This design comes from an exercise in tuning for small area, a short achievable clock period and few clock cycles per item on the open sky130 flow, not from production work. At most, simulation tests tie the RTL to the original design; equivalence was not proved. Only the layout flow was run in runs 6 and 7; the RTL was not checked for function there. Power figures rest on the tool's default switching activity, not on a simulated workload.

==> design/flow/design.v <==
`timescale 1ns/1ps
module ma_core_ema(clk, rst, in_valid, in_price, out_valid, out_avg);
  parameter ALPHA_SH = 4;   
  input clk;
  input rst;
  input in_valid;
  input  [31:0] in_price;    
  output        out_valid;
  output [31:0] out_avg;     
  reg out_valid;
  reg [31:0] out_avg;
  reg seeded;
  reg [47:0] avg48, x48, delta48, step48, next48;
  task arshift48;
    inout [47:0] v;
    input integer sh;
    integer k;
    begin
      for (k = 0; k < sh; k = k + 1)
        v = {v[47], v[47:1]};   
    end
  endtask
  always @(posedge clk) begin
    if (rst) begin
      out_valid <= 1'b0;
      out_avg   <= 32'd0;
      seeded    <= 1'b0;
    end else begin
      out_valid <= 1'b0;
      if (in_valid) begin
        avg48   = {{16{out_avg[31]}}, out_avg};
        x48     = {{16{in_price[31]}}, in_price};
        delta48 = x48 + (~avg48 + 48'd1);
        step48  = delta48;
        arshift48(step48, ALPHA_SH);
        if (!seeded) begin
          out_avg <= in_price;
          seeded  <= 1'b1;
        end else begin
          next48  = avg48 + step48;
          out_avg <= next48[31:0];
        end
        out_valid <= 1'b1;
      end
    end
  end
endmodule
`timescale 1ns/1ps
module tick_pipeline(
  clk, rst, in_valid, in_price, out_valid, out_signal, fast_dbg, slow_dbg
);
  parameter FAST_ALPHA_SH = 1;  
  parameter SLOW_ALPHA_SH = 6;  
  input clk;
  input rst;
  input in_valid;
  input  [31:0] in_price;    
  output        out_valid;
  output [1:0]  out_signal;  
  output [31:0] fast_dbg;    
  output [31:0] slow_dbg;    
  wire v_fast, v_slow;
  wire [31:0] fast_avg, slow_avg;
  ma_core_ema #(.ALPHA_SH(FAST_ALPHA_SH)) u_fast (
    .clk(clk),
    .rst(rst),
    .in_valid(in_valid),
    .in_price(in_price),
    .out_valid(v_fast),
    .out_avg(fast_avg)
  );
  ma_core_ema #(.ALPHA_SH(SLOW_ALPHA_SH)) u_slow (
    .clk(clk),
    .rst(rst),
    .in_valid(in_valid),
    .in_price(in_price),
    .out_valid(v_slow),
    .out_avg(slow_avg)
  );
  wire v_both = v_fast & v_slow;   
  reg        out_valid_r;
  reg [1:0]  signal_r;
  reg [31:0] fast_q, slow_q;   
  always @(posedge clk) begin
    if (rst) begin
      fast_q      <= 32'd0;
      slow_q      <= 32'd0;
      out_valid_r <= 1'b0;
      signal_r    <= 2'b00;
    end else begin
      if (v_both) begin
        fast_q <= fast_avg;
        slow_q <= slow_avg;
      end
      if (v_both) begin
        if (fast_q > slow_q)
          signal_r <= 2'b01;       
        else if (fast_q < slow_q)
          signal_r <= 2'b11;       
        else
          signal_r <= 2'b00;       
        out_valid_r <= 1'b1;
      end else begin
        out_valid_r <= 1'b0;
      end
    end
  end
  assign out_valid  = out_valid_r;
  assign out_signal = signal_r;
  assign fast_dbg   = fast_q;
  assign slow_dbg   = slow_q;
endmodule
==> design/flow/run.sh <==
#!/bin/bash
# synth_recipe.tcl (not shown) runs the flow's synth.tcl, then flattens the netlist and writes it again
# the make line also repeats each setting of config.mk as NAME=value (left out here)
make -C /OpenROAD-flow-scripts/flow DESIGN_CONFIG=/design/flow/config.mk WORK_HOME=/design/flow/orfs CLKGATE_MAP_FILE= SYNTH_SCRIPT=/design/flow/synth_recipe.tcl finish
==> design/flow/config.mk <==
export PLATFORM = sky130hd
export DESIGN_NAME = tick_pipeline
export DESIGN_NICKNAME = tick_pipeline
export VERILOG_FILES = /design/flow/design.v
export SDC_FILE = /design/flow/constraint.sdc
export NUM_CORES = 4
export LEC_CHECK = 0
export CAP_MARGIN = 20
export CORE_MARGIN = 2
export CORE_UTILIZATION = 40
export SLEW_MARGIN = 20
==> design/flow/constraint.sdc <==
create_clock -name core_clock -period 5.5 [get_ports {clk}]
set_input_delay 1.1000 -clock core_clock [delete_from_list [all_inputs] [get_ports {clk}]]
set_output_delay 1.1000 -clock core_clock [all_outputs]
set_load 0.01 [all_outputs]
==> results.json, run 1 <==
{
  "layout-drive-gt1-share_pct": 19.4,
  "crit_path_cell_trace": "dlygate4sd2_1 > ha_1 > nand2_1 > o21ai_2 > a41oi_1 > buf_4 > a22o_4 > buf_4 > o21ba_2 > o21bai_1 > a21oi_1 > xnor2_1 > ha_1 > a41o_1 > nor3b_1 > o31a_1 > o31a_1 > o21a_1 > nand2b_1 > a31oi_2 > buf_4 > o41ai_4 > xor2_1 > o22ai_1",
  "max_freq_mhz": 190,
  "ys_types": 76,
  "grt_start_max_net_pins": 67,
  "p_seq_share_pct": 21.7,
  "dp_hpwl_um": 28000,
  "relSlewSlack_pct": 52.1,
  "vias": 11700,
  "yosysWarnings": 3,
  "cts_tree": "yes",
  "synthFlopType": "dfxtp_1",
  "wl_per_cell_um": 16.2,
  "yosys_register_bits": 133,
  "hold_path.class": "reg2reg",
  "areaGrowthSynthToFinish_pct": 34.5,
  "power_uw": 5300,
  "clockBufferDepth": 2,
  "syn_area_mm2": 0.0119,
  "place_inst": 2180,
  "cp_max_fo": 4,
  "cts.clk_slew.worst_paths_ps": 60,
  "rows": 63,
  "worstPathArrival_ps": 5570,
  "worstPathRequired_ps": 5800,
  "gp_congestion": 0.897,
  "fin_cells": 2218,
  "track_usage_pct": 23.1,
  "worstSetupStartpointType": "input port",
  "cts_max_level": 4,
  "cts-root-buf": "clkbuf_16",
  "crit_path_frequent_cell": "buf_4",
  "worstMarginPinSlew_ps": 719,
  "die_h_um": 176,
  "wl_met1_um": 17300,
  "grt_pass1_wl_um": 57700,
  "insertion_delay_ps": 440,
  "fin_nets": 2013,
  "skew_ps": 10.8,
  "critical_path_class": "in2reg",
  "p_leak_uw": 0.00723,
  "drc": 0,
  "core_mm2": 0.0294,
  "cts_sinks": 133,
  "synth.avg_cell_area_um2": 7.96,
  "synth_nets": 1689,
  "powerDensity_mw_per_mm2": 332,
  "fill_cells": 2754,
  "grt_overflow": 0,
  "crit_path_end_kind": "register",
  "fin_crit_ps": 5270,
  "wl_met3_um": 1120,
  "place.port_buffers": 101,
  "status": "finished clean",
  "fp.dieW_um": 176,
  "setup_slack_ps": 230,
  "slowest_delay_ps": 340,
  "max-cap-violations": 0,
  "synth_edf_count": 0,
  "setup_violations": 0,
  "drt_pass1_iterations": 5,
  "clkPwrFrac_pct": 21.7,
  "grt_pass1_vias": 11200,
  "vdd_ir_drop_max_mv": 0.248,
  "slowest_stage": "ha_1",
  "slew_viol_final": 0,
  "synth.yosys.seq_area_share_pct": 22.4,
  "min_period_over_period_pct": 95.8,
  "p_switching_uw": 2090,
  "wl_met2_um": 17000,
  "p_comb_share_pct": 56.5,
  "p_int_uw": 3210,
  "first_iter_violations": 632,
  "pin_count": 102,
  "viasPerCell": 5.28,
  "highest_layer": "met4",
  "antenna_found_initial": 0,
  "start_util_pct": 40.4,
  "synth_cells": 1491,
  "final_hold_viol_count": 0,
  "diodes": 0,
  "die_area_mm2": 0.0311,
  "totalWireLength_um": 35900,
  "postRouteAntennaNets": 0,
  "dp_slack_ps": -602,
  "sw_frac_of_total_pct": 39.4,
  "cts_made_buffers": 17,
  "async_reset_ff_share_pct": 0
}
[power groups by stage]
| stage | sequential [uW] | clock (uW) | combinational, uW |
|---|---|---|---|
| after floorplan | 1130 | 0 | 1750 |
| after global placement | 1170 | 0 | 2840 |
| after detailed placement | 1170 | 0 | 2870 |
| after CTS | 1150 | 1170 | 2910 |
| after global routing | 1160 | 1210 | 3290 |
| final | 1150 | 1150 | 2990 |
[what timing repair did]
item,CTS,global route
hold buffers,0,0
resized for setup,16,55
pin swaps,8,33
buffers inserted,1,5
endpoints found under the setup margin,13,26
cloned,0,0
[placed cells by master, fill, tap and decap left out, drive strengths merged, types with 8 or more instances in the layout]
cell type / netlist / layout
clkbuf: 39 / 19
a31oi: 10 / 10
nor2b: 35 / 35
dfxtp: 133 / 133
nand4: 15 / 15
xnor2: 70 / 70
a21o: 57 / 57
xor2: 32 / 32
o21a: 17 / 17
dlymetal6s2s: 0 / 14
buf: 12 / 257
nand2b: 30 / 30
o21bai: 17 / 17
nand3: 25 / 25
a311oi: 18 / 18
or2: 11 / 11
nor2: 188 / 188
ha: 160 / 160
nor3: 26 / 26
o21ai: 58 / 58
a21oi: 129 / 129
inv: 121 / 126
or3: 12 / 12
mux2i: 81 / 81
clkdlybuf4s50: 0 / 84
and3: 8 / 8
a211oi: 42 / 42
nand2: 72 / 72
[worst max-delay path: cells and delay by family]
kind,cells,cell delay (ps)
and+or+nand+nor,3,290
xor gates and xnor gates,2,400
adders and majority gates,2,640
buffers and inverters,4,750
AOI/OAI and AO/OA,13,2410
[flip-flops by register name, indices dropped and copies added, names as in the netlist]
signal,cells
u_fast.seeded,1
u_slow.out_avg,32
fast_q,32
signal_r,2
u_slow.out_valid,1
out_valid_r,1
u_fast.out_avg,32
slow_q,32
[final timing paths]
path                      from                 end  slack, ps  cells after the start
max                in_price[1]  u_slow.out_avg[30]        230                     24
min                signal_r[1]         signal_r[1]        510                      1
max reg2reg  u_fast.out_avg[1]  u_fast.out_avg[31]        650                     23
min reg2reg        signal_r[1]         signal_r[1]        510                      1
[cell families after synthesis]
group	after synthesis	share of synthesized area (%)
compound gates	399	22.8
flops	133	22.4
xor+xnor	102	7.53
simple gates	440	17.5
mux	82	6.93
buf+inv	172	5.47
fa+ha+maj	163	17.4
[routing by layer]
layer	vias to the layer above	global-route usage (%)
li1	5978	-
met1	5471	31.3
met2	222	39.2
met3	29	2.63
met4	0	5.51
met5	-	0
[per-stage QoR]
step | utilization [%] | hold WS, ps | setup TNS [ps] | area, um2
2_1_floorplan | - | 481 | 0 | 11900
3_3_place_gp | 51.2 | 481 | -10080 | 15000
3_5_place_dp | 51.2 | 489 | -11210 | 15000
4_1_cts | 53.3 | 507 | -2.56 | 15700
5_1_grt | 54.3 | 535 | -27.4 | 16000
6_report | 54.3 | 507 | 0 | 16000
[Yosys cell counts, types with 4 or more instances]
library cell  number  area (um2)
a211o_1            5        43.8
a211oi_1          41         308
a21o_1            57         428
a21oi_1          123         616
a21oi_2            6        52.6
a311oi_1          18         158
a31oi_1           10        62.6
and3_1             8        50.1
buf_1              9        33.8
clkbuf_1          39         146
dfxtp_1          133        2660
ha_1             160        2000
inv_1            121         454
mux2i_1           81         811
nand2_1           72         270
nand2b_1          29         181
nand3_1           25         125
nand4_1           15        93.8
nor2_1           187         702
nor2b_1           35         219
nor3_1            26         130
nor4_1             4        25.0
o21a_1            17         128
o21ai_0           48         240
o21ai_1            7        35.0
o21bai_1          17         128
or2_2              7        43.8
or3_1             12        75.1
xnor2_1           70         613
xor2_1            32         280
[layout make-up]
type                    count  area (um2)  share of cell area, %
clock buffers              19         454                   2.85
clock inverters            13         120                  0.752
inverters                 121         454                   2.85
multi-input cells        1186        8820                   55.2
flip-flops and latches    133        2670                   16.7
well taps                 390         488                   3.06
repair buffers            356        2960                   18.5
Testbench counts, summed over its fixed seeds: cycles 32,016, items 32,000.
==> inputs of run 2 (changes only) <==
==> design/flow/design.v (replaced) <==
`timescale 1ns/1ps
module ma_core_ema(clk, in_valid, seeded, in_price, out_avg);
  parameter ALPHA_SH = 4;
  localparam W = 32 + ALPHA_SH;
  input clk;
  input in_valid;
  input seeded;
  input  [31:0] in_price;
  output [31:0] out_avg;
  reg [31:0] out_avg;
  wire [W-1:0] x_ext = {{ALPHA_SH{in_price[31]}}, in_price};
  wire [W-1:0] a_ext = {{ALPHA_SH{out_avg[31]}}, out_avg};
  wire [W-1:0] t;
  generate
    if (ALPHA_SH == 1) begin : g_two
      assign t = x_ext + a_ext;
    end else begin : g_csa
      wire [W-1:0] p = {out_avg, {ALPHA_SH{1'b0}}};
      wire [W-1:0] n = ~a_ext;
      wire [W-1:0] s = x_ext ^ p ^ n;
      wire [W-1:0] c = (x_ext & p) | (x_ext & n) | (p & n);
      assign t = s + {c[W-2:0], 1'b1};
    end
  endgenerate
  always @(posedge clk)
    if (in_valid)
      out_avg <= seeded ? t[W-1:ALPHA_SH] : in_price;
endmodule
`timescale 1ns/1ps
module tick_pipeline(
  clk, rst, in_valid, in_price, out_valid, out_signal, fast_dbg, slow_dbg
);
  parameter FAST_ALPHA_SH = 1;
  parameter SLOW_ALPHA_SH = 6;
  input clk;
  input rst;
  input in_valid;
  input  [31:0] in_price;
  output        out_valid;
  output [1:0]  out_signal;
  output [31:0] fast_dbg;
  output [31:0] slow_dbg;
  wire accept = in_valid & ~rst;
  reg seeded;
  reg out_valid_r;
  reg [1:0] signal_r;
  wire [31:0] fast_avg, slow_avg;
  ma_core_ema #(.ALPHA_SH(FAST_ALPHA_SH)) u_fast (
    .clk(clk), .in_valid(accept), .seeded(seeded),
    .in_price(in_price), .out_avg(fast_avg)
  );
  ma_core_ema #(.ALPHA_SH(SLOW_ALPHA_SH)) u_slow (
    .clk(clk), .in_valid(accept), .seeded(seeded),
    .in_price(in_price), .out_avg(slow_avg)
  );
  always @(posedge clk) begin
    out_valid_r <= accept;
    seeded      <= ~rst & (seeded | in_valid);
    if (!seeded)
      signal_r <= 2'b00;
    else if (fast_avg > slow_avg)
      signal_r <= 2'b01;
    else if (fast_avg < slow_avg)
      signal_r <= 2'b11;
    else
      signal_r <= 2'b00;
  end
  assign out_valid  = out_valid_r;
  assign out_signal = signal_r;
  assign fast_dbg   = fast_avg;
  assign slow_dbg   = slow_avg;
endmodule
--- a/design/flow/config.mk
+++ b/design/flow/config.mk
@@ -5,7 +5,9 @@
 export SDC_FILE = /design/flow/constraint.sdc
 export NUM_CORES = 4
 export LEC_CHECK = 0
+export ABC_CLOCK_PERIOD_IN_PS = 3500
 export CAP_MARGIN = 20
 export CORE_MARGIN = 2
 export CORE_UTILIZATION = 40
+export SETUP_SLACK_MARGIN = 1.5
 export SLEW_MARGIN = 20
==> run 2 against run 1 <==
Effect of this change:
- final cell count fell by 41%
- clock skew is 2.5 ps lower
- via count is 40% lower
- non-clock buffer count decreased by 233
- die area down 32%
- utilization is 2.7 points lower
- critical path type unchanged
- largest power group unchanged
==> results.json, run 2 <==
{
  "yosys_register_bits": 68,
  "synth_area_leaders": "edfxtp_1 (24%), ha_1 (17%), fa_1 (8.1%)",
  "viasPerCell": 5.43,
  "wl_met1_um": 9800,
  "synth_area_leader_cell": "edfxtp_1",
  "ys_types": 62,
  "max_freq_mhz": 251,
  "fin_crit_ps": 3990,
  "gp_congestion": 0.886,
  "wl_met2_um": 12000,
  "drc": 0,
  "place.port_buffers": 101,
  "yosysTopAreaCellShare_pct": 24.2,
  "powerDensity_mw_per_mm2": 291,
  "p_leak_uw": 0.00462,
  "grt_start_max_net_pins": 60,
  "synth_commonest_cells": "inv_1 (141), ha_1 (106), nand2_1 (102)",
  "diodes": 0,
  "yosysMostFrequentCell": "inv_1",
  "synth_nets": 1094,
  "core_mm2": 0.0195,
  "grt_overflow": 0,
  "final_common_cell": "inv_1",
  "synth.avg_cell_area_um2": 8.62,
  "first_iter_violations": 353,
  "worstSetupStartpointType": "input port",
  "cts-root-buf": "clkbuf_16",
  "synth_edf_count": 64,
  "final_hold_viol_count": 0,
  "drt_pass1_iterations": 5,
  "crit_path_cell_trace": "clkdlybuf4s50_1 > inv_1 > fa_1 > inv_1 > ha_4 > nand4_1 > nand2b_4 > o31ai_4 > buf_6 > a21oi_2 > o21bai_2 > a21oi_2 > xnor2_1 > mux2_2",
  "reg.largest.list": "u_fast.out_avg x32, u_slow.out_avg x32, signal_r x2",
  "synth.yosys.seq_area_share_pct": 25.2,
  "fin_nets": 1204,
  "async_reset_ff_share_pct": 0,
  "grt_pass1_wl_um": 37200,
  "setup_violations": 0,
  "skew_ps": 8.32,
  "layout_common_cells": "inv_1 (130), nand2_1 (101), ha_1 (88), clkdlybuf4s50_1 (77), a21oi_1 (68)",
  "clockBufferDepth": 2,
  "worstMarginPinSlew_ps": 754,
  "syn_area_mm2": 0.00794,
  "cts_made_buffers": 9,
  "start_util_pct": 40.8,
  "die_area_mm2": 0.0210,
  "relSlewSlack_pct": 49.8,
  "track_usage_pct": 23.5,
  "slowest_stage": "fa_1",
  "postRouteAntennaNets": 0,
  "yosysWarnings": 3,
  "placed_cell_area_mm2": 0.00921,
  "rows": 51,
  "wl_per_cell_um": 18.5,
  "cts_max_level": 3,
  "die_h_um": 145,
  "worstPathRequired_ps": 5600,
  "worstPathArrival_ps": 4090,
  "slowest_delay_ps": 540,
  "antenna_found_initial": 0,
  "slew_viol_final": 0,
  "grt_pass1_vias": 7087,
  "areaGrowthSynthToFinish_pct": 26.6,
  "vias": 7059,
  "cts_tree": "yes",
  "pin_count": 102,
  "cp_max_fo": 5,
  "min_period_over_period_pct": 72.5,
  "status": "finished clean",
  "hold_path.class": "reg2reg",
  "cts_sinks": 68,
  "dp_hpwl_um": 18700,
  "wl_met3_um": 1300,
  "rsz0062_at_grt": "true",
  "highest_layer": "met4",
  "totalWireLength_um": 24000,
  "synthFlopType": "edfxtp_1",
  "vdd_ir_drop_max_mv": 0.180,
  "setup_tns_ps": 0,
  "insertion_delay_ps": 360,
  "critical_path_class": "in2reg",
  "stdcell_area_mm2": 0.0100,
  "layout-drive-gt1-share_pct": 10.7,
  "fp.dieW_um": 145,
  "cts.clk_slew.worst_paths_ps": 60,
  "crit_path_end_kind": "register",
  "synth_cells": 921,
  "hold_slack_ps": 779,
  "holdBufCountCts": 0,
  "max-cap-violations": 0
}
==> run 2: worst max-delay path, delay by kind of cell <==
kind	cells	cell delay (ps)
AO/OA/AOI/OAI	4	600
AND/OR/NAND/NOR	2	300
adder cells (fa/ha/maj)	2	840
XOR/XNOR	1	130
buffers and inverters	4	830
multiplexers	1	260
==> run 2: worst paths after layout <==
kind | start | to | slack, ps | depth (start not counted)
max | in_price[16] | u_slow.out_avg[19] | 1510 | 14
min | seeded | seeded | 780 | 2
max reg2reg | u_slow.out_avg[6] | u_slow.out_avg[19] | 2100 | 14
min reg2reg | seeded | seeded | 780 | 2
==> run 2: kinds of logic (layout without fill, tap and decap cells) <==
kind of cell    Yosys count  count (layout)  share of synthesized area (%)
buf+inv                 165             280                           7.81
flops                    68              68                           25.2
simple gates            225             225                           13.2
xor+xnor                 57              57                           6.29
compound gates          257             257                           21.3
fa+ha+maj               138             138                           24.8
mux                      11              11                           1.42
==> run 2: power by group <==
part           internal, uW  switching (uW)  total [uW]  leakage (uW)
combinational           747             874        1620       0.00386
clock                   349             261         610      0.000131
sequential              635            56.2         692      0.000637
total                  1730            1190        2920       0.00462
==> run 2: layer usage <==
layer  track usage (%)  up-vias
met5                 0        -
met4              9.71        0
met3              3.92       50
met2              42.1      227
met1              27.9     3328
li1                  -     3454
==> run 2: timing repair <==
action	CTS	global route
setup buffers	16	4
pin swaps	21	12
gates resized for setup	65	38
hold endpoints to repair	0	0
endpoints found under the setup margin	28	25
==> run 2: per-stage QoR <==
step | utilization [%] | setup slack [ps] | std cells | power (uW)
after global placement | 47.3 | 761 | 1265 | 2070
after global routing | 51.6 | 1410 | 1301 | 3120
after detailed placement | 47.3 | 694 | 1265 | 2070
after CTS | 50.7 | 1470 | 1297 | 2850
final | 51.6 | 1510 | 1301 | 2920
after floorplan | - | 1540 | 921 | 1690
==> run 2: cell type report <==
| type | count | area, um2 |
|---|---|---|
| fillers | 1831 | 9420 |
| well taps | 265 | 332 |
| multi-input cells | 688 | 5700 |
| repair buffers | 123 | 1190 |
| clock buffers | 11 | 233 |
| clock inverters | 5 | 52.6 |
| flip-flops and latches | 68 | 2010 |
| inverters | 141 | 529 |
Testbench counts of run 2, summed over its fixed seeds: cycles 32,008, items 32,000.
==> inputs of run 3 (changes only) <==
==> design/flow/config.mk (replaced) <==
export PLATFORM = sky130hd
export DESIGN_NAME = tick_pipeline
export DESIGN_NICKNAME = tick_pipeline
export VERILOG_FILES = /design/flow/design.v
export SDC_FILE = /design/flow/constraint.sdc
export NUM_CORES = 4
export LEC_CHECK = 0
export ABC_CLOCK_PERIOD_IN_PS = 2500
export CAP_MARGIN = 20
export CORE_MARGIN = 2
export CORE_UTILIZATION = 40
export SETUP_SLACK_MARGIN = 2.5
export SLEW_MARGIN = 20
==> run 3 against run 2 <==
Effect of this change:
- non-clock buffer count grew 68
- first-iteration DRC count grew 4.8%
- still clean on timing, DRC and antenna
- routed wire length grew 11%
- sequential share of layout area shrank 2.8 points
- utilization grew 8.3 points
- final area grew 16%
- worst setup slack gained 390 ps
- final cell count grew 5.2%
==> results.json, run 3 <==
{
  "clockBufferDepth": 2,
  "grt_pass1_wl_um": 40100,
  "track_usage_pct": 25.6,
  "reg.largest.list": "u_fast.out_avg x32, u_slow.out_avg x32, signal_r x2",
  "synth_cells": 921,
  "synth_area_leaders": "edfxtp_1 (24%), ha_1 (17%), fa_1 (8.1%)",
  "fp.dieW_um": 145,
  "cts_sinks": 68,
  "final_common_cell": "inv_1",
  "vias": 7459,
  "ys_types": 62,
  "synth_area_leader_cell": "edfxtp_1",
  "fin_crit_ps": 3590,
  "insertion_delay_ps": 350,
  "max_freq_mhz": 278,
  "worstMarginPinSlew_ps": 778,
  "layout_common_cells": "inv_1 (109), nand2_1 (97), clkdlybuf4s50_1 (70), edfxtp_1 (64), buf_4 (63)",
  "yosys_register_bits": 68,
  "grt_overflow": 0,
  "worstSetupStartpointType": "input port",
  "relSlewSlack_pct": 48.1,
  "grt_start_max_net_pins": 65,
  "synth.yosys.seq_area_share_pct": 25.2,
  "yosysMostFrequentCell": "inv_1",
  "final_hold_viol_count": 0,
  "cp_max_fo": 5,
  "synth.avg_cell_area_um2": 8.62,
  "core_mm2": 0.0195,
  "holdBufCountCts": 0,
  "wl_per_cell_um": 19.6,
  "slowest_stage": "fa_1",
  "viasPerCell": 5.45,
  "yosysTopAreaCellShare_pct": 24.2,
  "dp_hpwl_um": 19500,
  "powerDensity_mw_per_mm2": 301,
  "p_leak_uw": 0.00509,
  "die_area_mm2": 0.0210,
  "die_h_um": 145,
  "endpoint": "u_slow.out_avg[27]",
  "worstPathRequired_ps": 5580,
  "synth_commonest_cells": "inv_1 (141), ha_1 (106), nand2_1 (102)",
  "cts-root-buf": "clkbuf_16",
  "critical_path_class": "in2reg",
  "skew_ps": 14.7,
  "cts_max_level": 3,
  "rsz0062_at_grt": "true",
  "vdd_ir_drop_max_mv": 0.185,
  "syn_area_mm2": 0.00794,
  "drt_pass1_iterations": 4,
  "worst_r2r_endpoint": "u_slow.out_avg[20]",
  "pin_count": 102,
  "place.port_buffers": 101,
  "synth_edf_count": 64,
  "setup_violations": 0,
  "layout-drive-gt1-share_pct": 30.2,
  "antenna_found_initial": 0,
  "crit_path_cell_trace": "clkdlybuf4s15_2 > inv_2 > fa_1 > inv_1 > ha_4 > a21oi_4 > o22ai_2 > nor2_2 > o31ai_4 > buf_6 > a31oi_4 > o21ai_4 > a21oi_2 > xor2_1 > mux2i_1",
  "slew_viol_final": 0,
  "r2r_slack_ps": 2190,
  "r2r_start": "u_slow.out_avg[3]",
  "yosysWarnings": 3,
  "async_reset_ff_share_pct": 0,
  "setup_slack_ps": 1910,
  "crit_start": "in_price[14]",
  "totalWireLength_um": 26800,
  "cts_made_buffers": 9,
  "areaGrowthSynthToFinish_pct": 47.0,
  "rows": 51,
  "slowest_delay_ps": 540,
  "worstRegToRegCells": 13,
  "max-cap-violations": 0,
  "diodes": 0,
  "grt_pass1_vias": 7404,
  "synthFlopType": "edfxtp_1",
  "crit_path_end_kind": "register",
  "setup_tns_ps": 0,
  "cts.clk_slew.worst_paths_ps": 70,
  "status": "finished clean",
  "min_period_over_period_pct": 65.4,
  "worstPathArrival_ps": 3670,
  "hold_slack_ps": 853,
  "fin_nets": 1272,
  "hold_path.class": "reg2reg",
  "fill_cells": 1683,
  "dp_slack_ps": 834,
  "cts_tree": "yes",
  "postRouteAntennaNets": 0,
  "gp_congestion": 0.905,
  "worstHoldStart": "seeded",
  "synth_nets": 1094,
  "drc": 0,
  "start_util_pct": 40.8,
  "first_iter_violations": 370
}
-- run 3: changes by cell type in the layout (fill, tap and decap cells not counted), sizes merged --
cell,before,now
clkdlybuf4s50,77,70
dlymetal6s2s,12,0
dlygate4sd2,12,2
clkdlybuf4s15,0,3
clkbuf,11,16
buf,22,113
clkinvlp,2,0
-- run 3: power breakdown --
part           total (uW)  switching [uW]  internal, uW
logic                2200            1100          1110
registers             697            61.7           636
clock network         611             248           364
-- run 3: worst min path at each step --
stage	cells after the start	end
after global placement	1	signal_r[0]
final	1	signal_r[0]
after detailed placement	1	signal_r[0]
after global routing	1	signal_r[0]
after CTS	1	signal_r[0]
after floorplan	3	signal_r[1]
-- run 3: critical path, delay by kind of cell --
kind	cells	cell delay [ps]
adder cells (fa/ha/maj)	2	800
AND/OR/NAND/NOR	1	160
AO/OA/AOI/OAI	6	820
buffers and inverters	4	490
multiplexers	1	90
XOR/XNOR	1	200
-- run 3: through the flow --
stage	util, %	instance area (um2)	power [uW]	cells
6_report	59.9	11700	3510	1369
5_1_grt	59.9	11700	3710	1369
2_1_floorplan	-	8410	1820	921
3_5_place_dp	49.4	9620	2190	1265
4_1_cts	57.6	11200	3280	1343
3_3_place_gp	49.4	9620	2190	1265
-- run 3: logic make-up (layout without fill, tap and decap cells) --
group	count (synthesis)	in the layout	synth area share, %
AO/OA/AOI/OAI	257	257	21.3
AND/OR/NAND/NOR	225	225	13.2
buffers and inverters	165	348	7.81
adder cells (fa/ha/maj)	138	138	24.8
flip-flops	68	68	25.2
XOR/XNOR	57	57	6.29
multiplexers	11	11	1.42
-- run 3: what timing repair did --
action,4_1_cts,5_1_grt
gates resized for setup,314,66
setup buffers,62,26
setup endpoints to repair,56,52
pin swaps,98,64
-- run 3: layout make-up --
type                       instances  area [um2]  share of cell area (%)
multi-input combinational        688        6640                    57.0
inverter                         141         579                    4.97
clock buffer                      13         250                    2.15
timing repair buffer             191        1810                    15.5
sequential                        68        2010                    17.2
tap                              265         332                    2.84
clock inverter                     3        40.0                   0.343
-- run 3: layer usage --
layer  GRT usage (%)  share of wire (%)  up-vias
li1                -                  -     3580
met1            28.7                 39     3583
met2            47.7                 52      235
met3            3.13                4.5       61
met4            12.4                4.6        0
met5               0                  0        -
==> inputs of run 4 (changes only) <==
==> design/flow/config.mk (replaced) <==
export PLATFORM = sky130hd
export DESIGN_NAME = tick_pipeline
export DESIGN_NICKNAME = tick_pipeline
export VERILOG_FILES = /design/flow/design.v
export SDC_FILE = /design/flow/constraint.sdc
export NUM_CORES = 4
export LEC_CHECK = 0
export CAP_MARGIN = 20
export CORE_MARGIN = 2
export CORE_UTILIZATION = 40
export SLEW_MARGIN = 20
==> run 4 against run 3 <==
Effect of this change:
- still clean on timing, DRC and antenna
- non-clock buffer count is 88 lower
- routed wire length down 14%
- synthesized area unchanged
- register-to-register slack lost 420 ps
- maximum frequency fell by 20%
- clock skew is 7.3 ps lower
- utilization decreased by 11 points
- clock power down 9.3%
==> results.json, run 4 <==
{
  "vias": 6835,
  "yosysMostFrequentCell": "inv_1",
  "pin_count": 102,
  "first_iter_violations": 309,
  "fin_crit_ps": 4520,
  "holdBufCountCts": 0,
  "drc": 0,
  "place_inst": 1265,
  "die_h_um": 145,
  "yosysTopAreaCellShare_pct": 24.2,
  "die_area_mm2": 0.0210,
  "rows": 51,
  "slowest_stage": "fa_1",
  "crit_path_end_kind": "register",
  "wl_per_cell_um": 17.9,
  "synth_nets": 1094,
  "crit_path_frequent_cell": "a21oi_1",
  "powerDensity_mw_per_mm2": 277,
  "viasPerCell": 5.34,
  "insertion_delay_ps": 350,
  "worstPathRequired_ps": 5600,
  "yosys_register_bits": 68,
  "synth_area_leaders": "edfxtp_1 (24%), ha_1 (17%), fa_1 (8.1%)",
  "track_usage_pct": 22.8,
  "totalWireLength_um": 23000,
  "hold_end": "u_fast.out_avg[0]",
  "fin_nets": 1184,
  "synthFlopType": "edfxtp_1",
  "max_freq_mhz": 221,
  "synth_cells": 921,
  "layout_common_cells": "inv_1 (141), ha_1 (106), nand2_1 (102), clkdlybuf4s50_1 (101), a21oi_1 (78)",
  "diodes": 0,
  "worstMarginPinSlew_ps": 901,
  "worstRegToRegCells": 13,
  "yosysWarnings": 3,
  "grt_pass1_wl_um": 36000,
  "core_mm2": 0.0195,
  "dp_hpwl_um": 18600,
  "fin_cells": 1281,
  "synth_area_leader_cell": "edfxtp_1",
  "worst_r2r_endpoint": "u_slow.out_avg[19]",
  "synth.yosys.seq_area_share_pct": 25.2,
  "hold_depth": 3,
  "p_leak_uw": 0.00437,
  "clockBufferDepth": 2,
  "place.port_buffers": 101,
  "setup_tns_ps": 0,
  "slowest_delay_ps": 540,
  "cts_max_level": 3,
  "start_util_pct": 40.8,
  "worstHoldStart": "u_fast.out_avg[1]",
  "setup_violations": 0,
  "areaGrowthSynthToFinish_pct": 19.4,
  "final_common_cell": "inv_1",
  "r2r_slack_ps": 1770,
  "reg.largest.list": "u_fast.out_avg x32, u_slow.out_avg x32, signal_r x2",
  "syn_area_mm2": 0.00794,
  "cts-resized-gates": 0,
  "slew_viol_final": 0,
  "min_period_over_period_pct": 82.2,
  "synth.avg_cell_area_um2": 8.62,
  "cp_max_fo": 7,
  "gp_congestion": 0.864,
  "final_hold_viol_count": 0,
  "cts_tree": "yes",
  "fp.dieW_um": 145,
  "crit_path_cell_trace": "clkdlybuf4s50_1 > inv_1 > fa_1 > inv_1 > ha_1 > a21oi_1 > nor2b_1 > and4bb_2 > o31ai_4 > a21oi_1 > o21bai_1 > a21oi_1 > xnor2_1 > mux2_2",
  "worstPathArrival_ps": 4620,
  "synth_commonest_cells": "inv_1 (141), ha_1 (106), nand2_1 (102)",
  "grt_overflow": 0,
  "layout-drive-gt1-share_pct": 2.95,
  "postCtsSetupRepairBufs": 0,
  "vdd_ir_drop_max_mv": 0.164,
  "skew_ps": 7.48,
  "max-cap-violations": 0,
  "ys_types": 62,
  "relSlewSlack_pct": 40.0,
  "grt_pass1_vias": 6788,
  "r2r_start": "u_slow.out_avg[6]",
  "rsz0062_at_grt": "false",
  "drt_pass1_iterations": 5,
  "critical_path_class": "in2reg",
  "worstSetupStartpointType": "input port",
  "synth_edf_count": 64,
  "cts.clk_slew.worst_paths_ps": 60,
  "antenna_found_initial": 0,
  "async_reset_ff_share_pct": 0,
  "hold_slack_ps": 851,
  "status": "finished clean",
  "postRouteAntennaNets": 0,
  "hold_path.class": "reg2reg",
  "cts_made_buffers": 9,
  "cts_sinks": 68,
  "grt_start_max_net_pins": 86,
  "cts-root-buf": "clkbuf_16"
}
-- run 4: layout make-up --
class / instances / area (um2)
clock inverters: 5 / 28.8
well taps: 265 / 332
repair buffers: 103 / 1030
fillers: 1943 / 9990
clock buffers: 11 / 233
multi-input cells: 688 / 5320
inverters: 141 / 529
flip-flops and latches: 68 / 2010
-- run 4: per-stage QoR --
stage / total power (uW) / instance area [um2] / worst slack, ps / utilization (%)
after floorplan: 1690 / 7940 / 1020 / -
after global placement: 2070 / 9210 / 702 / 47.3
after detailed placement: 2080 / 9210 / 659 / 47.3
after CTS: 2650 / 9480 / 1010 / 48.7
after global routing: 2840 / 9480 / 789 / 48.7
final: 2630 / 9480 / 980 / 48.7
-- run 4: worst max-delay path by stage --
stage                                     to          from  cells past startpoint
after floorplan            u_fast.out_avg[0]           rst                      1
after global placement    u_slow.out_avg[19]  in_price[12]                     14
after detailed placement  u_slow.out_avg[19]  in_price[12]                     14
after CTS                 u_slow.out_avg[19]  in_price[12]                     14
after global routing      u_slow.out_avg[27]  in_price[21]                     14
final                     u_slow.out_avg[19]  in_price[12]                     14
-- run 4: layer usage --
layer	track usage, %	share of wire, %	up-vias
met1	27.3	43	3225
met3	3.39	4.4	30
met5	0	0	-
met2	42.1	50	174
li1	-	-	3406
met4	6.75	2.5	0
-- run 4: power by group --
part / switching [uW] / total [uW] / internal (uW)
Clock: 251 / 554 / 303
Sequential: 60.7 / 696 / 635
Combinational: 780 / 1380 / 598
Total: 1090 / 2630 / 1540
-- run 4: logic make-up after synthesis --
group	after synthesis	share of synthesized area, %
AO/OA/AOI/OAI	257	21.3
AND/OR/NAND/NOR	225	13.2
buffers and inverters	165	7.81
adder cells (fa/ha/maj)	138	24.8
flip-flops	68	25.2
XOR/XNOR	57	6.29
multiplexers	11	1.42
-- run 4: worst max-delay path: cells and delay by family --
kind / cells / cell delay, ps
multiplexers: 1 / 260
adder cells (fa/ha/maj): 2 / 890
AO/OA/AOI/OAI: 5 / 1160
buffers and inverters: 3 / 630
XOR/XNOR: 1 / 130
AND/OR/NAND/NOR: 2 / 440
==> inputs of run 5 (changes only) <==
==> design/flow/flow/run.sh (new file) <==
#!/bin/bash
set -euo pipefail
bash standard.sh "BUFFER_PORTS_ARGS=-buffer_cell sky130_fd_sc_hd__buf_2" finish > flow.log 2>&1
==> design/flow/standard.sh (new file) <==
#!/bin/bash
# synth_recipe.tcl (not shown) runs the flow's synth.tcl, then flattens the netlist and writes it again
# the make line also repeats each setting of config.mk as NAME=value (left out here)
make -C /OpenROAD-flow-scripts/flow DESIGN_CONFIG=/design/flow/config.mk WORK_HOME=/design/flow/orfs CLKGATE_MAP_FILE= SYNTH_SCRIPT=/design/flow/synth_recipe.tcl "${@:-finish}"
--- a/design/flow/config.mk
+++ b/design/flow/config.mk
@@ -5,7 +5,9 @@
 export SDC_FILE = /design/flow/constraint.sdc
 export NUM_CORES = 4
 export LEC_CHECK = 0
+export ABC_CLOCK_PERIOD_IN_PS = 3500
 export CAP_MARGIN = 20
 export CORE_MARGIN = 2
 export CORE_UTILIZATION = 40
+export SETUP_SLACK_MARGIN = 1.5
 export SLEW_MARGIN = 20
removed: design/flow/run.sh
==> run 5 against run 4 <==
Effect of this change:
- critical path depth increased by 2
- utilization fell by 1.6 points
- worst setup slack improved by 630 ps
- sequential cell count is the same
- worst hold slack got worse by 110 ps
- power grew 4.5%
- critical path type unchanged
==> results.json, run 5 <==
{
  "status": "finished clean",
  "grt_start_max_net_pins": 72,
  "start_util_pct": 40.8,
  "cp_max_fo": 7,
  "layout-drive-gt1-share_pct": 15.0,
  "cts_made_buffers": 9,
  "ys_types": 62,
  "reg.largest.list": "u_fast.out_avg x32, u_slow.out_avg x32, signal_r x2",
  "synth_cells": 921,
  "postRouteAntennaNets": 0,
  "power_uw": 2750,
  "worstSetupStartpointType": "input port",
  "synth_commonest_cells": "inv_1 (141), ha_1 (106), nand2_1 (102)",
  "fin_crit_ps": 3890,
  "drt_pass1_iterations": 5,
  "totalWireLength_um": 23100,
  "yosysTopAreaCellShare_pct": 24.2,
  "synthFlopType": "edfxtp_1",
  "die_area_mm2": 0.0210,
  "skew_ps": 10.3,
  "synth_nets": 1094,
  "cts_sinks": 68,
  "crit_path_end_kind": "register",
  "max_freq_mhz": 257,
  "max-cap-violations": 0,
  "cts_max_level": 3,
  "worstPathRequired_ps": 5580,
  "die_h_um": 145,
  "slowest_stage": "fa_1",
  "clockBufferDepth": 2,
  "areaGrowthSynthToFinish_pct": 15.4,
  "worstPathArrival_ps": 3970,
  "grt_pass1_vias": 6923,
  "grt_overflow": 0,
  "slowest_delay_ps": 540,
  "synth_edf_count": 64,
  "cts.clk_slew.worst_paths_ps": 70,
  "slew_viol_final": 0,
  "dp_hpwl_um": 18700,
  "r2r_slack_ps": 1990,
  "async_reset_ff_share_pct": 0,
  "vdd_ir_drop_max_mv": 0.157,
  "synth_area_leader_cell": "edfxtp_1",
  "syn_area_mm2": 0.00794,
  "grt_pass1_wl_um": 36200,
  "final_common_cell": "inv_1",
  "yosys_register_bits": 68,
  "fp.dieW_um": 145,
  "first_iter_violations": 429,
  "viasPerCell": 5.43,
  "holdBufCountCts": 0,
  "core_mm2": 0.0195,
  "cts-root-buf": "clkbuf_16",
  "synth.yosys.seq_area_share_pct": 25.2,
  "antenna_found_initial": 0,
  "setup_violations": 0,
  "p_leak_uw": 0.00444,
  "gp_congestion": 0.902,
  "fin_nets": 1189,
  "layout_common_cells": "inv_1 (141), ha_1 (103), nand2_1 (102), buf_2 (101), a21oi_1 (76)",
  "place.port_buffers": 101,
  "yosysMostFrequentCell": "inv_1",
  "synth.avg_cell_area_um2": 8.62,
  "yosysWarnings": 3,
  "fill_cells": 1936,
  "min_period_over_period_pct": 70.6,
  "relSlewSlack_pct": 35.2,
  "cts_tree": "yes",
  "fin_util_pct": 47.1,
  "hold_path.class": "reg2reg",
  "final_hold_viol_count": 0,
  "track_usage_pct": 22.7,
  "setup_tns_ps": 0,
  "drc": 0,
  "wl_per_cell_um": 18.0,
  "crit_path_cell_trace": "buf_2 > inv_1 > fa_1 > inv_1 > ha_2 > a21oi_4 > nor2b_2 > and4bb_2 > o31ai_4 > buf_4 > buf_4 > a21o_4 > a21oi_2 > o211ai_1 > nand3_1 > o21ai_0",
  "pin_count": 102,
  "diodes": 0,
  "worstMarginPinSlew_ps": 970,
  "insertion_delay_ps": 350,
  "synth_area_leaders": "edfxtp_1 (24%), ha_1 (17%), fa_1 (8.1%)",
  "rows": 51,
  "rsz0062_at_grt": "true",
  "critical_path_class": "in2reg",
  "powerDensity_mw_per_mm2": 300,
  "vias": 6988
}
[run 5: final timing paths]
check,endpoint,startpoint,depth (start not counted)
worst min-delay path,seeded,seeded,2
worst max-delay path,u_slow.out_avg[28],in_price[12],16
worst max register to register,u_slow.out_avg[28],u_slow.out_avg[6],15
worst min register to register,seeded,seeded,2
[run 5: metrics by stage]
| stage | setup WS, ps | instances | hold WS, ps | cell area [um2] |
|---|---|---|---|---|
| floorplan | 1540 | 921 | 628 | 7940 |
| global placement | 1190 | 1265 | 723 | 8710 |
| detailed placement | 1060 | 1265 | 742 | 8710 |
| CTS | 1500 | 1284 | 754 | 9040 |
| global route | 1420 | 1286 | 781 | 9160 |
| finish | 1610 | 1286 | 741 | 9160 |
[run 5: report_power, final]
part / leakage, uW / switching [uW] / internal [uW]
Clock: 0.000150 / 254 / 397
Combinational: 0.00365 / 815 / 591
Sequential: 0.000637 / 53.5 / 635
Total: 0.00444 / 1120 / 1620
[run 5: kinds of logic (layout without fill, tap and decap cells)]
family / after synthesis / in the layout / synth area share, %
AOI/OAI and AO/OA: 257 / 257 / 21.3
xor gates and xnor gates: 57 / 57 / 6.29
adders and majority gates: 138 / 138 / 24.8
buffers and inverters: 165 / 265 / 7.81
DFF: 68 / 68 / 25.2
muxes: 11 / 11 / 1.42
and+or+nand+nor: 225 / 225 / 13.2
[run 5: worst max-delay path, delay by kind of cell]
| family | cells | cell delay [ps] |
|---|---|---|
| fa+ha+maj | 2 | 860 |
| simple gates | 3 | 570 |
| buf+inv | 5 | 540 |
| compound gates | 6 | 890 |
[run 5: area by class of cell]
cell class	count	area [um2]	share of cell area, %
Clock buffer	11	233	2.54
Clock inverter	5	77.6	0.847
Inverter	141	529	5.78
Multi-Input combinational cell	688	5420	59.2
Sequential cell	68	2010	21.9
Tap cell	265	332	3.62
Timing Repair Buffer	108	558	6.09
[run 5: metal layers]
metal	track usage [%]	wire length [um]
met5	0	0
met1	27.0	9690
met4	8.12	779
met2	41.1	11500
met3	3.88	1200
[run 5: timing repair]
item,in CTS,in global routing
resized for setup,1,19
setup buffers,3,2
pin swaps,2,7
endpoints found under the setup margin,4,17
==> inputs of run 6 (changes only) <==
--- a/design/flow/design.v
+++ b/design/flow/design.v
@@ -40,22 +40,27 @@
   output [1:0]  out_signal;
   output [31:0] fast_dbg;
   output [31:0] slow_dbg;
-  wire accept = in_valid & ~rst;
+  reg        tick_v;
+  reg [31:0] tick_x;
+  always @(posedge clk) begin
+    tick_v <= in_valid & ~rst;
+    tick_x <= in_price;
+  end
   reg seeded;
   reg out_valid_r;
   reg [1:0] signal_r;
   wire [31:0] fast_avg, slow_avg;
   ma_core_ema #(.ALPHA_SH(FAST_ALPHA_SH)) u_fast (
-    .clk(clk), .in_valid(accept), .seeded(seeded),
-    .in_price(in_price), .out_avg(fast_avg)
+    .clk(clk), .in_valid(tick_v), .seeded(seeded),
+    .in_price(tick_x), .out_avg(fast_avg)
   );
   ma_core_ema #(.ALPHA_SH(SLOW_ALPHA_SH)) u_slow (
-    .clk(clk), .in_valid(accept), .seeded(seeded),
-    .in_price(in_price), .out_avg(slow_avg)
+    .clk(clk), .in_valid(tick_v), .seeded(seeded),
+    .in_price(tick_x), .out_avg(slow_avg)
   );
   always @(posedge clk) begin
-    out_valid_r <= accept;
-    seeded      <= ~rst & (seeded | in_valid);
+    out_valid_r <= tick_v & ~rst;
+    seeded      <= ~rst & (seeded | tick_v);
     if (!seeded)
       signal_r <= 2'b00;
     else if (fast_avg > slow_avg)
==> design/flow/run.sh (new file) <==
#!/bin/bash
# synth_recipe.tcl (not shown) runs the flow's synth.tcl, then flattens the netlist and writes it again
# the make line also repeats each setting of config.mk as NAME=value (left out here)
make -C /OpenROAD-flow-scripts/flow DESIGN_CONFIG=/design/flow/config.mk WORK_HOME=/design/flow/orfs CLKGATE_MAP_FILE= SYNTH_SCRIPT=/design/flow/synth_recipe.tcl finish
removed: design/flow/flow/run.sh
removed: design/flow/standard.sh
==> run 6 against run 5 <==
Effect of this change:
- worst setup slack improved by 210 ps
- sequential power is 35% higher
- final area increased by 15%
- first-iteration DRC count grew 54%
- worst hold slack worse by 190 ps
- synthesized cell count up 9.8%
- clock skew barely moved
==> results.json, run 6 <==
{
  "antenna_found_initial": 0,
  "rows": 55,
  "cts-resized-gates": 0,
  "p_leak_uw": 0.00471,
  "postCtsSetupRepairBufs": 0,
  "grt_pass1_vias": 7630,
  "min_period_over_period_pct": 66.9,
  "totalWireLength_um": 27400,
  "drt_pass1_iterations": 5,
  "layout_common_cells": "inv_1 (132), ha_1 (106), clkdlybuf4s50_1 (101), nand2_1 (78), a21oi_1 (78)",
  "cp_max_fo": 8,
  "final_hold_viol_count": 0,
  "die_h_um": 155,
  "vdd_ir_drop_max_mv": 0.162,
  "synth.yosys.seq_area_share_pct": 29.4,
  "yosysWarnings": 3,
  "track_usage_pct": 23.0,
  "fp.dieW_um": 155,
  "hold_path.class": "reg2reg",
  "relSlewSlack_pct": 36.5,
  "synth.avg_cell_area_um2": 8.97,
  "areaGrowthSynthToFinish_pct": 16.5,
  "slowest_stage": "nor4_1",
  "setup_violations": 0,
  "synth_edf_count": 64,
  "crit_path_cell_trace": "inv_1 > fa_1 > inv_1 > ha_1 > nand2_1 > nor4_1 > nand2_1 > a211o_1 > a21oi_1 > o21a_1 > o31ai_1",
  "start_util_pct": 40.4,
  "gp_congestion": 0.898,
  "r2r_slack_ps": 1820,
  "first_iter_violations": 662,
  "diodes": 0,
  "place.port_buffers": 101,
  "synthFlopType": "edfxtp_1",
  "dp_hpwl_um": 22000,
  "crit_path_end_kind": "register",
  "slew_viol_final": 0,
  "cts_tree": "yes",
  "powerDensity_mw_per_mm2": 272,
  "yosys_register_bits": 101,
  "synth_cells": 1011,
  "synth_area_leaders": "edfxtp_1 (21%), ha_1 (15%), dfxtp_1 (8.2%)",
  "die_area_mm2": 0.0239,
  "max-cap-violations": 0,
  "fill_cells": 2181,
  "layout-drive-gt1-share_pct": 3.91,
  "status": "finished clean",
  "grt_pass1_wl_um": 42600,
  "synth_area_leader_cell": "edfxtp_1",
  "grt_start_max_net_pins": 71,
  "cts.clk_slew.worst_paths_ps": 80,
  "drc": 0,
  "core_mm2": 0.0224,
  "async_reset_ff_share_pct": 0,
  "reg.largest.list": "tick_x x32, u_fast.out_avg x32, u_slow.out_avg x32",
  "grt_overflow": 0,
  "final_common_cell": "inv_1",
  "skew_ps": 10.4,
  "cts_max_level": 3,
  "worstSetupStartpointType": "register",
  "worstPathRequired_ps": 5610,
  "multiInputGateArea_mm2": 0.00572,
  "pin_count": 102,
  "wl_per_cell_um": 19.8,
  "yosysTopAreaCellShare_pct": 21.2,
  "placed_cell_area_mm2": 0.0103,
  "synth_commonest_cells": "inv_1 (132), ha_1 (106), a21oi_1 (78), nand2_1 (78), o21ai_0 (65)",
  "clockBufferDepth": 2,
  "fin_crit_ps": 3680,
  "seqCellArea_mm2": 0.00267,
  "yosysMostFrequentCell": "inv_1",
  "syn_area_mm2": 0.00907,
  "holdBufCountCts": 0,
  "fin_nets": 1268,
  "setup_tns_ps": 0,
  "max_freq_mhz": 272,
  "worstPathArrival_ps": 3780,
  "vias": 7883,
  "ys_types": 76,
  "synth_nets": 1184,
  "cts_sinks": 101,
  "worstMarginPinSlew_ps": 953,
  "cts_made_buffers": 9,
  "insertion_delay_ps": 370,
  "viasPerCell": 5.69,
  "slowest_delay_ps": 610,
  "rsz0062_at_grt": "false",
  "cts-root-buf": "clkbuf_16",
  "critical_path_class": "reg2reg",
  "postRouteAntennaNets": 0,
  "stdcell_area_mm2": 0.0106
}
==> run 6: changes by cell type in the layout (fill, tap and decap cells not counted), sizes merged, moves of 10 or more <==
cell	delta
buf	-105
nand4	+10
o21a	+11
nor2	+22
nor3	+14
nand2	-24
clkdlybuf4s50	+101
dfxtp	+33
o21ai	+12
==> run 6: where the power goes <==
group / switching [uW] / total [uW] / internal, uW / leakage, uW
Clock: 331 / 650 / 319 / 0.000143
Sequential: 56.5 / 928 / 872 / 0.000915
Combinational: 769 / 1290 / 525 / 0.00365
==> run 6: cell families after synthesis <==
family          share of synthesized area [%]
fa+ha+maj                                21.7
buf+inv                                  7.57
simple gates                             13.2
compound gates                           22.1
flops                                    29.4
mux                                      1.38
xor+xnor                                 4.73
==> run 6: final timing paths <==
path	from	endpoint	depth (start not counted)
worst max-delay path	u_slow.out_avg[15]	u_slow.out_avg[31]	11
worst min-delay path	seeded	seeded	2
worst max register to register	u_slow.out_avg[15]	u_slow.out_avg[31]	11
worst min register to register	seeded	seeded	2
==> run 6: metal layers <==
metal	routed length, um	GRT usage (%)	part of all wire, %
met1	14100	35.9	51
met2	11500	34.0	42
met3	1290	2.02	4.7
met4	490	6.17	1.8
met5	0	0	0
==> run 6: worst max-delay path: cells and delay by family (launching register included) <==
family,cells,cell delay (ps)
buffers and inverters,2,180
flip-flops,1,480
AND/OR/NAND/NOR,3,950
adder cells (fa/ha/maj),2,990
AO/OA/AOI/OAI,4,810
==> run 6: cell type report <==
cell class | count | share of cell area (%)
Clock inverter | 7 | 0.651
Timing Repair Buffer | 104 | 9.78
Inverter | 132 | 4.69
Clock buffer | 9 | 2.13
Multi-Input combinational cell | 747 | 54.1
Tap cell | 285 | 3.38
Sequential cell | 101 | 25.2
==> run 6: metrics by stage <==
| step | setup WS (ps) | hold WS, ps | util (%) | std cells | total power, uW |
|---|---|---|---|---|---|
| finish | 1820 | 556 | 47.1 | 1385 | 2870 |
| global route | 1600 | 573 | 47.1 | 1385 | 3060 |
| CTS | 1840 | 555 | 47.1 | 1385 | 2870 |
| detailed placement | 1860 | 541 | 45.8 | 1369 | 2210 |
| global placement | 1830 | 537 | 45.8 | 1369 | 2220 |
| floorplan | 2500 | 539 | - | 1011 | 1860 |
==> inputs of run 7 (changes only) <==
==> design/flow/design.v (replaced) <==
`timescale 1ns/1ps
module ma_core_ema(clk, upd, ld, in_price, out_avg);
  parameter ALPHA_SH = 4;
  localparam W = 32 + ALPHA_SH;
  input clk;
  input upd;                
  input ld;                 
  input  [31:0] in_price;
  output [31:0] out_avg;
  reg [31:0] out_avg;
  wire [W-1:0] x_ext = {{ALPHA_SH{in_price[31]}}, in_price};
  wire [W-1:0] x_shl = {in_price, {ALPHA_SH{1'b0}}};
  wire [W-1:0] a_ext = {{ALPHA_SH{out_avg[31]}}, out_avg};
  wire [W-1:0] a_shl = {out_avg, {ALPHA_SH{1'b0}}};
  wire [W-1:0] t;
  wire [W-1:0] opx = ({W{upd}} & x_ext) | ({W{ld}} & x_shl);
  generate
    if (ALPHA_SH == 1) begin : g_two
      wire [W-1:0] opa = ({W{upd}} & a_ext) | ({W{~upd & ~ld}} & a_shl);
      assign t = opx + opa;
    end else begin : g_csa
      wire [W-1:0] p = {W{~ld}} & a_shl;
      wire [W-1:0] n = {W{upd}} & ~a_ext;
      wire [W-1:0] s = opx ^ p ^ n;
      wire [W-1:0] c = (opx & p) | (opx & n) | (p & n);
      assign t = s + {c[W-2:0], upd};
    end
  endgenerate
  always @(posedge clk)
    out_avg <= t[W-1:ALPHA_SH];
endmodule
`timescale 1ns/1ps
module tick_pipeline(
  clk, rst, in_valid, in_price, out_valid, out_signal, fast_dbg, slow_dbg
);
  parameter FAST_ALPHA_SH = 1;
  parameter SLOW_ALPHA_SH = 6;
  input clk;
  input rst;
  input in_valid;
  input  [31:0] in_price;
  output        out_valid;
  output [1:0]  out_signal;
  output [31:0] fast_dbg;
  output [31:0] slow_dbg;
  reg seeded;
  wire accept   = in_valid & ~rst;
  wire tick_upd = accept & seeded;
  wire tick_ld  = accept & ~seeded;
  wire [31:0] tick_x = in_price;
  always @(posedge clk)
    seeded <= ~rst & (seeded | in_valid);
  reg out_valid_r;
  reg [1:0] signal_r;
  wire [31:0] fast_avg, slow_avg;
  ma_core_ema #(.ALPHA_SH(FAST_ALPHA_SH)) u_fast (
    .clk(clk), .upd(tick_upd), .ld(tick_ld),
    .in_price(tick_x), .out_avg(fast_avg)
  );
  ma_core_ema #(.ALPHA_SH(SLOW_ALPHA_SH)) u_slow (
    .clk(clk), .upd(tick_upd), .ld(tick_ld),
    .in_price(tick_x), .out_avg(slow_avg)
  );
  always @(posedge clk) begin
    out_valid_r <= (tick_upd | tick_ld) & ~rst;
    if (!tick_upd)
      signal_r <= 2'b00;
    else if (fast_avg > slow_avg)
      signal_r <= 2'b01;
    else if (fast_avg < slow_avg)
      signal_r <= 2'b11;
    else
      signal_r <= 2'b00;
  end
  assign out_valid  = out_valid_r;
  assign out_signal = signal_r;
  assign fast_dbg   = fast_avg;
  assign slow_dbg   = slow_avg;
endmodule
==> design/flow/flow/run.sh (new file) <==
#!/bin/bash
set -euo pipefail
bash standard.sh "BUFFER_PORTS_ARGS=-buffer_cell sky130_fd_sc_hd__buf_2" finish > flow.log 2>&1
==> design/flow/standard.sh (new file) <==
#!/bin/bash
# synth_recipe.tcl (not shown) runs the flow's synth.tcl, then flattens the netlist and writes it again
# the make line also repeats each setting of config.mk as NAME=value (left out here)
make -C /OpenROAD-flow-scripts/flow DESIGN_CONFIG=/design/flow/config.mk WORK_HOME=/design/flow/orfs CLKGATE_MAP_FILE= SYNTH_SCRIPT=/design/flow/synth_recipe.tcl "${@:-finish}"
removed: design/flow/run.sh
==> run 7 against run 6 <==
Effect of this change:
- still clean
- register-to-register slack lost 50 ps
- maximum frequency fell by 6.4%
- sequential share of layout area shrank 10 points
- final cell count decreased by 3.4%
- clock power is 6.6% lower
- critical path depth up 4
- synthesized area shrank 16%
- critical path type is now in2reg
- critical endpoint is now u_slow.out_avg[22]
- largest power group unchanged
==> results.json, run 7 <==
{
  "crit_start": "rst",
  "hold_slack_ps": 660,
  "grt_pass1_vias": 6992,
  "synth_nets": 1168,
  "dp_hpwl_um": 18500,
  "max_freq_mhz": 255,
  "final_common_cell": "nand2_1",
  "drc": 0,
  "crit_path_end_kind": "register",
  "fin_crit_ps": 3930,
  "synth_top_family_by_area": "adder cells",
  "clkPwrFrac_pct": 14.3,
  "diodes": 0,
  "synthAdderAreaFrac_pct": 25.7,
  "viasPerCell": 5.53,
  "p_seq_share_pct": 25.8,
  "clockBufferDepth": 2,
  "totalWireLength_um": 23900,
  "postRouteAntennaNets": 0,
  "cts_tree": "yes",
  "worstPathArrival_ps": 4210,
  "worst_r2r_endpoint": "u_slow.out_avg[21]",
  "areaGrowthSynthToFinish_pct": 21.2,
  "p_leak_uw": 0.00468,
  "pin_count": 102,
  "worstMarginPinSlew_ps": 630,
  "p_comb_share_pct": 59.9,
  "cts.clk_slew.worst_paths_ps": 70,
  "grt_start_max_net_pins": 61,
  "powerDensity_mw_per_mm2": 461,
  "setup_violations": 0,
  "vias": 7405,
  "fin_nets": 1271,
  "track_usage_pct": 23.4,
  "slew_viol_final": 0,
  "cts-root-buf": "clkbuf_16",
  "synth_edf_count": 0,
  "skew_ps": 12.2,
  "p_int_uw": 2230,
  "syn_area_mm2": 0.00760,
  "cts_sinks": 68,
  "insertion_delay_ps": 350,
  "power_uw": 4250,
  "status": "finished clean",
  "endpoint": "u_slow.out_avg[22]",
  "yosysMostFrequentCell": "nand2_1",
  "stdcell_area_mm2": 0.00921,
  "rsz0062_at_grt": "true",
  "layout-drive-gt1-share_pct": 19.5,
  "relSlewSlack_pct": 57.6,
  "reg.largest.list": "u_fast.out_avg x32, u_slow.out_avg x32, signal_r x2",
  "critical_path_class": "in2reg",
  "yosys_register_bits": 68,
  "worstRegToRegCells": 12,
  "worstPathRequired_ps": 5780,
  "synth_cells": 996,
  "core_mm2": 0.0186,
  "grt_overflow": 0,
  "max-cap-violations": 0,
  "cts_max_level": 3,
  "async_reset_ff_share_pct": 0,
  "slowest_delay_ps": 480,
  "antenna_found_initial": 0,
  "synth-xor-area-share_pct": 6.57,
  "synth_area_leaders": "dfxtp_1 (18%), ha_1 (17%), fa_1 (8.4%)",
  "first_iter_violations": 406,
  "ys_types": 55,
  "wl_per_cell_um": 17.9,
  "placed_cell_area_mm2": 0.00838,
  "setup_tns_ps": 0,
  "start_util_pct": 40.8,
  "synth_area_leader_cell": "dfxtp_1",
  "fp.dieW_um": 142,
  "die_h_um": 142,
  "grt_pass1_wl_um": 36800,
  "p_switching_uw": 2020,
  "vdd_ir_drop_max_mv": 0.237,
  "synthFlopType": "dfxtp_1",
  "hold_path.class": "reg2reg",
  "cp_max_fo": 8,
  "gp_congestion": 0.956,
  "crit_path_frequent_cell": "nor2_4",
  "synth.avg_cell_area_um2": 7.63,
  "synth_compound_area_share_pct": 22.7,
  "final_hold_viol_count": 0,
  "worstSetupStartpointType": "input port",
  "synthSimpleGateAreaFrac_pct": 22.6,
  "layout_common_cells": "nand2_1 (127), a21oi_1 (101), buf_2 (99), nor2_1 (95), ha_1 (90)",
  "crit_path_cell_trace": "buf_8 > nand2b_4 > nor2_4 > buf_12 > nor2_4 > fa_1 > ha_4 > nand4_1 > nor2_2 > a21o_1 > a41oi_2 > o21ai_1 > o211ai_1 > o31ai_1 > xor2_1",
  "r2r_start": "seeded",
  "cts_made_buffers": 9,
  "synth.area.mux_share_pct": 0,
  "rows": 50,
  "synth_commonest_cells": "nand2_1 (128), a21oi_1 (120), ha_1 (105)",
  "min_period_over_period_pct": 71.4,
  "place.port_buffers": 101,
  "drt_pass1_iterations": 5,
  "yosysTopAreaCellShare_pct": 17.9,
  "r2r_slack_ps": 1770,
  "holdBufCountCts": 0,
  "slowest_stage": "fa_1",
  "synth.yosys.seq_area_share_pct": 17.9,
  "yosysWarnings": 3,
  "die_area_mm2": 0.0201,
  "sw_frac_of_total_pct": 47.6
}
-- run 7: cell count changes after synthesis, moves of 31 or more --
cell / change
dfxtp_1: +31
inv_1: -81
nand2b_1: +31
a21oi_1: +42
o21ai_0: -48
nand2_1: +50
nor2_1: +35
edfxtp_1: -64
-- run 7: how the worst min path moves through the flow --
stage	cells after the start	to	start
final	3	u_fast.out_avg[0]	u_fast.out_avg[0]
after global routing	3	u_fast.out_avg[0]	u_fast.out_avg[0]
after CTS	3	u_fast.out_avg[0]	u_fast.out_avg[0]
after detailed placement	3	u_fast.out_avg[0]	u_fast.out_avg[0]
after global placement	3	u_fast.out_avg[0]	u_fast.out_avg[0]
after floorplan	3	signal_r[1]	u_slow.out_avg[31]
-- run 7: power groups by stage --
stage	Combinational, uW	Sequential, uW	Clock [uW]
2_1_floorplan	1650	1050	0
6_report	2540	1100	607
4_1_cts	2420	1090	619
3_5_place_dp	2390	1100	0
3_3_place_gp	2380	1110	0
5_1_grt	2860	1110	640
-- run 7: area by class of cell --
type / instances / area (um2)
clock buffers: 10 / 239
clock inverters: 6 / 63.8
fillers: 1893 / 9430
inverters: 52 / 208
multi-input cells: 839 / 6220
flip-flops and latches: 68 / 1370
well taps: 234 / 293
repair buffers: 129 / 827
-- run 7: cell families after synthesis --
| family | Yosys count |
|---|---|
| xor gates and xnor gates | 57 |
| and+or+nand+nor | 370 |
| AOI/OAI and AO/OA | 273 |
| DFF | 68 |
| adders and majority gates | 137 |
| buffers and inverters | 91 |
-- run 7: repair_timing --
action	4_1_cts	5_1_grt
setup buffers	5	15
cloned	2	2
pin swaps	4	26
gates resized for setup	11	61
setup endpoints to repair	27	23
-- run 7: per-layer routing --
layer  wire [um]  global-route usage, %
met1       10700                   30.2
met2       11600                   41.0
met3        1130                   3.24
met4         512                   6.74
met5           0                      0
-- run 7: stage by stage --
| step | utilization (%) | worst slack (ps) | std cells |
|---|---|---|---|
| 5_1_grt | 49.4 | 1410 | 1338 |
| 3_5_place_dp | 45.0 | 699 | 1298 |
| 4_1_cts | 47.1 | 1510 | 1321 |
| 3_3_place_gp | 45.0 | 816 | 1298 |
| 6_report | 49.4 | 1570 | 1338 |
| 2_1_floorplan | - | 1510 | 996 |
-- run 7: worst max-delay path, delay by kind of cell --
kind | cells | cell delay [ps]
compound gates | 5 | 1090
fa+ha+maj | 2 | 800
simple gates | 5 | 780
buf+inv | 2 | 260
xor+xnor | 1 | 160
==> inputs of run 8 (changes only) <==
--- a/design/flow/design.v
+++ b/design/flow/design.v
@@ -43,13 +43,17 @@
   output [1:0]  out_signal;
   output [31:0] fast_dbg;
   output [31:0] slow_dbg;
-  reg seeded;
-  wire accept   = in_valid & ~rst;
-  wire tick_upd = accept & seeded;
-  wire tick_ld  = accept & ~seeded;
-  wire [31:0] tick_x = in_price;
-  always @(posedge clk)
-    seeded <= ~rst & (seeded | in_valid);
+  reg        seeded;
+  reg        tick_upd, tick_ld;
+  reg [31:0] tick_x;
+  wire accept = in_valid & ~rst;
+  wire seen   = seeded | tick_upd | tick_ld;
+  always @(posedge clk) begin
+    tick_upd <= accept & seen;
+    tick_ld  <= accept & ~seen;
+    tick_x   <= in_price;
+    seeded   <= ~rst & seen;
+  end
   reg out_valid_r;
   reg [1:0] signal_r;
   wire [31:0] fast_avg, slow_avg;
==> run 8 against run 7 <==
Effect of this change:
- still clean on timing, DRC and antenna
- routed wire length fell by 8.3%
- critical path depth fell by 2
- register-to-register slack barely moved
- synthesized area rose by 5.9%
- sequential cell count rose by 34
- via count fell by 6.4%
- global-route usage fell by 2.7 points
- utilization fell by 2.9 points
- clock power rose by 2%
- largest cell class unchanged
- highest routed layer unchanged
==> results.json, run 8 <==
{
  "status": "finished clean",
  "final_common_cell": "nand2_1",
  "final_hold_viol_count": 0,
  "worstPathRequired_ps": 5790,
  "viasPerCell": 5.31,
  "reg.largest.list": "tick_x x32, u_fast.out_avg x32, u_slow.out_avg x32",
  "worstMarginPinSlew_ps": 561,
  "max-cap-violations": 0,
  "vdd_ir_drop_max_mv": 0.272,
  "drt_pass1_iterations": 5,
  "worstHoldStart": "seeded",
  "cp_top_family": "compound AO/OA/AOI/OAI gates",
  "seqCellArea_mm2": 0.00205,
  "yosysMostFrequentCell": "nand2_1",
  "fill_cells": 1985,
  "antenna_found_initial": 0,
  "synth_area_leaders": "dfxtp_1 (25%), ha_1 (16%), fa_1 (8.0%)",
  "dp_slack_ps": 1450,
  "totalWireLength_um": 22000,
  "crit_path_cell_trace": "buf_6 > nor2b_1 > fa_1 > ha_1 > or4_1 > o21ai_0 > nor3b_1 > a211oi_2 > a21oi_2 > a31oi_2 > o21bai_1 > a21oi_1 > xnor2_1",
  "slowest_stage": "dfxtp_4",
  "cts_sinks": 102,
  "first_iter_violations": 283,
  "cts_tree": "yes",
  "crit_path_end_kind": "register",
  "syn_area_mm2": 0.00805,
  "dp_hpwl_um": 17700,
  "multiInputGateArea_mm2": 0.00571,
  "setup_tns_ps": 0,
  "drc": 0,
  "layout_common_cells": "nand2_1 (142), ha_1 (105), buf_2 (101), dfxtp_1 (100), a21oi_1 (67)",
  "synth_area_leader_cell": "dfxtp_1",
  "fin_cells": 1305,
  "gp_congestion": 0.897,
  "fp.dieW_um": 146,
  "track_usage_pct": 20.8,
  "postRouteAntennaNets": 0,
  "fin_crit_ps": 3730,
  "rows": 51,
  "cts.clk_slew.worst_paths_ps": 70,
  "synth_cells": 949,
  "synth_nets": 1121,
  "p_leak_uw": 0.00495,
  "fin_nets": 1208,
  "skew_ps": 8.54,
  "yosysWarnings": 3,
  "wl_per_cell_um": 16.8,
  "ys_types": 57,
  "place_inst": 1289,
  "pin_count": 102,
  "async_reset_ff_share_pct": 0,
  "cts_max_level": 3,
  "min_period_over_period_pct": 67.8,
  "place.port_buffers": 101,
  "synth.yosys.seq_area_share_pct": 25.4,
  "diodes": 0,
  "critical_path_class": "reg2reg",
  "cp_max_fo": 37,
  "synth_edf_count": 0,
  "insertion_delay_ps": 360,
  "grt_start_max_net_pins": 49,
  "cts-root-buf": "clkbuf_16",
  "synth.avg_cell_area_um2": 8.48,
  "synthFlopType": "dfxtp_1",
  "setup_slack_ps": 1770,
  "die_h_um": 146,
  "grt_overflow": 0,
  "hold_path.class": "reg2reg",
  "slowest_delay_ps": 610,
  "setup_violations": 0,
  "holdBufCountCts": 0
}
==> run 8: cell count changes after synthesis, moves of 18 or more <==
| cell | before | now |
|---|---|---|
| nor2b_1 | 6 | 41 |
| nor2_1 | 99 | 53 |
| a22o_1 | 0 | 31 |
| nand2b_1 | 34 | 16 |
| dfxtp_1 | 68 | 102 |
| nand3_1 | 45 | 18 |
| a21oi_1 | 120 | 67 |
==> run 8: report_power, final <==
part / switching, uW / total, uW / internal [uW]
sequential: 340 / 1350 / 1010
combinational: 1460 / 2600 / 1140
clock: 299 / 618 / 318
==> run 8: final cells by class <==
class / instances / share of cell area, %
Tap cell: 265 / 3.64
Inverter: 51 / 2.10
Multi-Input combinational cell: 767 / 62.7
Sequential cell: 102 / 22.5
Timing Repair Buffer: 105 / 6.06
Clock buffer: 10 / 2.62
Clock inverter: 5 / 0.385
==> run 8: path summary, 6_finish.rpt <==
kind / to / slack, ps / depth (start not counted)
worst max register to register: u_slow.out_avg[28] / 1770 / 13
worst max-delay path: u_slow.out_avg[28] / 1770 / 13
worst min register to register: tick_ld / 420 / 1
worst min-delay path: tick_ld / 420 / 1
==> run 8: metrics by stage <==
step                      hold slack [ps]  total power, uW  instance area, um2
after floorplan                       399             3130                8050
after global placement                416             3950                8800
after detailed placement              406             3970                8800
after CTS                             415             4610                9100
after global routing                  434             5000                9110
final                                 424             4570                9110
==> run 8: timing repair <==
| action | CTS | global route |
|---|---|---|
| buffers inserted | 1 | 0 |
| resized for setup | 1 | 2 |
| endpoints found under the setup margin | 7 | 4 |
| cloned | 0 | 0 |
| pin swaps | 0 | 0 |
==> run 8: routing by layer <==
metal	vias up	part of all wire (%)	global-route usage, %	wire length [um]
met5	-	0	0	0
met4	0	1.6	4.80	359
met3	20	3.5	3.42	771
met2	147	50	37.2	11000
met1	3252	45	26.0	9810
li1	3509	-	-	-
==> run 8: worst reg2reg max path, cell delays in order (launching register included) <==
cell	delay (ps)
dfxtp_4	610
buf_6	310
nor2b_1	200
fa_1	430
ha_1	250
or4_1	510
o21ai_0	120
nor3b_1	100
a211oi_2	300
a21oi_2	140
a31oi_2	280
o21bai_1	120
a21oi_1	190
xnor2_1	130
==> run 8: cells by family after synthesis <==
kind of cell    share of synthesized area (%)
xor+xnor                                 6.86
simple gates                             18.8
compound gates                           20.9
flops                                    25.4
fa+ha+maj                                24.3
buf+inv                                  3.73
Testbench counts of run 8, summed over its fixed seeds: cycles 32,016, items 32,000.
